This is an optimization exercise on Yosys and OpenROAD, whose aim is small area and a short achievable clock period, not a production implementation. The RTL was checked by simulation tests, not by an equivalence proof against the original design. Power and IR drop assume default switching activity.

==> flow/design.v (excerpt) <==
module alu_operations_five (
    input  clk,
    input  rst_n,
    input  load,
    input  signed [31:0]  ID_EX_A,
    input  signed [31:0]  ID_EX_B,
    input  signed [5:0]   opcode,
    output reg signed [31:0] ALU_result
);
Size: ~1,500 cells after synthesis, roughly 150 flip-flops, roughly 110 I/O pins.
clock: 8.5 ns
lec_check: 0
cap_margin: 20
core_margin: 2
core_utilization: 40
cts_buf_list: sky130_fd_sc_hd__clkbuf_4 sky130_fd_sc_hd__clkbuf_8
setup_slack_margin: 4.1
slew_margin: 20
synth_hierarchical: 1
standard.sh (not shown) runs the stock make flow with config.mk's settings and CLKGATE_MAP_FILE= SYNTH_SCRIPT=/design/flow/synth_recipe.tcl, a recipe that flattens the netlist after the stock synthesis.
==> flow/flow/run.sh <==
#!/bin/bash
set -euo pipefail
bash standard.sh BUFFER_PORTS_ARGS="-buffer_cell sky130_fd_sc_hd__buf_1" finish > standard.log 2>&1
Edit:
- SETUP_SLACK_MARGIN: 4.1 -> 4.4
After rerunning:
- The new run produced a clean layout
- power grows by a little under a tenth
- routed wire length grows by about a fifth
- hold slack hardly moves
- final area grows by roughly a tenth
- combinational power grows by roughly a tenth
- worst setup slack improves by 0.26 ns
- area after synthesis stays the same
- sequential power is about the same
- first-iteration DRC count grows by roughly a tenth
Edit:
- CORE_UTILIZATION: 40 -> 65
- SETUP_SLACK_MARGIN: 4.4 -> 4.1
Effect: The changed run passed the timing, design-rule and antenna checks; total power is lower by 5.4%; final area is lower by 9.3%; sequential share of layout area is higher by 2.0 points; count of clock-buffer cells in the layout does not change; critical path depth is lower by 1; clock power is about the same; cell count is lower by 12%; non-clock buffer count is lower by 68; worst setup slack got worse by 0.32 ns; area after synthesis is unchanged; via count is lower by 2.0%.
Edit:
- CORE_UTILIZATION: 65 -> 55
What happened: The new run completed with no timing, DRC or antenna violations. First-iteration DRC count falls by 26%. Global-route usage is lower by 5.0 points. Design area goes up by 0.36%. Non-clock buffer count came out higher by 2. Setup slack improved by 0.078 ns.

== the reference run ==
alu_operations_five, a different RTL version from the one above (not shown whole).
Size in the first run: about 1400 cells after synthesis, roughly 160 flip-flops, ~110 I/O pins.
Settings: LEC_CHECK=0, CAP_MARGIN=20, CORE_MARGIN=2, CORE_UTILIZATION=40, SETUP_SLACK_MARGIN=3.2, SLEW_MARGIN=20, SYNTH_HIERARCHICAL=1; clock period 8.5 ns.
run.sh (not shown) runs the stock make flow with config.mk's settings and CLKGATE_MAP_FILE= SYNTH_SCRIPT=/design/flow/synth_recipe.tcl, a recipe that flattens the netlist after the stock synthesis.
Stock flow here: none of the scripts above is used.
Modified inputs, the trial run compared to the reference run
Settings: SETUP_SLACK_MARGIN: 3.2 -> 3.7.
Findings:
- Cmp the trial run vs the reference run: design area higher in the trial run
- The number of clock buffers in the layout of the trial run is higher than that of the reference run.
- Sort the trial run and the reference run by internal power contribution asc -> top: the reference run
- The first-pass GRT wire length of the trial run and that of the reference run are within noise of each other.
- Measured against each other, the trial run and the reference run differ in worst setup timing slack at the placement stage, the higher figure coming from the trial run.
- Critical path's largest stage delay ends up higher on the reference run.
- The trial run against the reference run: last weighted congestion value of the routability-driven placer dropped 0.026, final period utilization lost 5.3 points, path depth of the worst reg2reg path went down by 1, register-to-register slack went down by 0.07 ns.

Setup of run A:
RTL: one of the versions met above, not the one the previous note started from.
Size: ~1500 cells after synthesis, roughly 150 flip-flops, ~110 I/O pins, roughly 17000 sq um of cells after synthesis.
## alu_operations_five
module alu_operations_five (
    input  clk,
    input  rst_n,
    input  load,
    input  signed [31:0]  ID_EX_A,
    input  signed [31:0]  ID_EX_B,
    input  signed [5:0]   opcode,
    output reg signed [31:0] ALU_result
);
    wire [31:0] A = ID_EX_A;
    wire [31:0] B = ID_EX_B;
    wire [5:0]  op = opcode;
    wire valid = (op[5:3] == 3'b000) && (op[2:1] != 2'b11);
    wire m = op[2] & op[0];               
    wire cAND = ~m & op[1] & ~op[0];
    wire cOR = ~m & op[1] & op[0];
    wire cAOR = ~m & (~op[1] | op[0]);
    wire cC = ~m & ~op[1];
    wire inv = op[0] | op[2];
    wire [31:0] nAg;
    wire g1;
    wire g2;
    wire g3;
    wire neg0_4;
    wire g5;
    wire g6;
    wire g7;
    wire neg0_8;
    wire g9;
    wire g10;
    wire g11;
    wire g12;
    wire g13;
    wire g14;
    wire g15;
    wire g16;
    wire g17;
    wire g18;
    wire g19;
    wire g20;
    wire g21;
    wire g22;
    wire g23;
    wire g24;
    wire g25;
    wire g26;
    wire g27;
    wire g28;
    wire g29;
    wire g30;
    wire g31;
    wire g32;
    wire g33;
    wire g34;
    wire g35;
    wire g36;
    wire g37;
    wire g38;
    wire g39;
    wire g40;
    wire g41;
    wire g42;
    wire g43;
    wire g44;
    wire g45;
    wire g46;
    wire g47;
    wire g48;
    wire g49;
    wire g50;
    wire g51;
    wire g52;
    wire g53;
    wire g54;
    wire g55;
    wire g56;
    wire g57;
    wire g58;
    wire g59;
    wire g60;
    wire g61;
    wire g62;
    wire g63;
    wire g64;
    wire g65;
    wire g66;
    wire g67;
    wire g68;
    wire g69;
    wire g70;
    wire g71;
    wire g72;
    wire g73;
    wire g74;
    wire g75;
    wire neg1_76;
    wire g77;
    wire g78;
    wire g79;
    wire neg1_80;
    wire g81;
    wire g82;
    wire g83;
    wire g84;
    wire g85;
    wire g86;
    wire g87;
    wire g88;
    wire g89;
    wire g90;
    wire g91;
    wire g92;
    wire g93;
    wire g94;
    wire g95;
    wire g96;
    wire g97;
    wire g98;
    wire g99;
  ...
clock: 8.5 ns
lec_check: 0
cap_margin: 20
core_margin: 2
core_utilization: 40
setup_slack_margin: 3.8
slew_margin: 20
synth_hierarchical: 1
standard.sh (not shown) runs the stock make flow with config.mk's settings and CLKGATE_MAP_FILE= SYNTH_SCRIPT=/design/flow/synth_recipe.tcl, a recipe that flattens the netlist after the stock synthesis.
Scripts as last shown in full above: flow/flow/run.sh
The following lists how run B was set up differently from run A:
# run A
export LEC_CHECK = 0
export CAP_MARGIN = 20
export CORE_MARGIN = 2
export CORE_UTILIZATION = 40
export SETUP_SLACK_MARGIN = 3.8
export SLEW_MARGIN = 20
export SYNTH_HIERARCHICAL = 1
create_clock -name core_clock -period 8.5 [get_ports {clk}]
# run B
export LEC_CHECK = 0
export CAP_MARGIN = 10
export CORE_MARGIN = 2
export CORE_UTILIZATION = 40
export CTS_BUF_LIST = sky130_fd_sc_hd__clkbuf_4 sky130_fd_sc_hd__clkbuf_8
export SETUP_SLACK_MARGIN = 4.1
export SLEW_MARGIN = 10
export SYNTH_HIERARCHICAL = 1
create_clock -name core_clock -period 8.5 [get_ports {clk}]
## What came out
Run B: PASS, flow complete, no timing, DRC or antenna violations
Run A completed; timing, DRC and antenna clean
Of run B and run A, the higher aggregate global-route resource usage belongs to run A.
Compared with run A, run B is the less power-hungry design.
Going from run A to run B, flip-flop and latch count after synthesis did not really move, count of hold buffers inserted by post-cts repair did not really move, reported net switching power went down, highest achievable clock rate went up.

## afterwards: timing with drivers on the ports
How much do the figures lean on ideal ports? The routed layouts below were timed once more, with nothing changed but the port constraints.
Step 1 sets driving cells, clkbuf_16 on the clock port and buf_2 on the other inputs (assumed; they add their load-dependent delay and slew).
Step 2 times the ports against the registers' clock, not the clock port: input delays grow and output delays shrink by t, the midpoint of the rising clock arrivals with the driver on.
Three values: ideal, step 1, step 2; two values: the first two.
run	shift t [ns]	slack for setup (ns)	worst setup path after step 2	slew at the worst register clock pin (ns)	pins driven straight from the clock port
the first run of note 1	0.560	4.074 / 4.067 / 3.506	input to register	0.09 / 0.09	1
the second run of note 1	0.553	4.336 / 4.105 / 3.552	input to register	0.10 / 0.10	1
the third run of note 1	0.530	4.016 / 3.989 / 3.459	input to register	0.12 / 0.12	1
the fourth run of note 1	0.550	4.094 / 3.947 / 3.397	input to register	0.10 / 0.10	1
the reference run	0.522	3.265 / 3.269 / 2.747	input to register	0.07 / 0.07	1
the trial run	0.523	3.718 / 3.725 / 3.202	input to register	0.07 / 0.07	1
run A	0.513	3.831 / 3.864 / 3.351	input to register	0.07 / 0.07	1
run B	0.560	4.074 / 4.067 / 3.506	input to register	0.09 / 0.09	1
After both steps setup and hold are still met in every run listed. The setup slack of the second run of note 1, which loses most, moves by -0.231 ns with the drivers and by -0.784 ns with both steps.
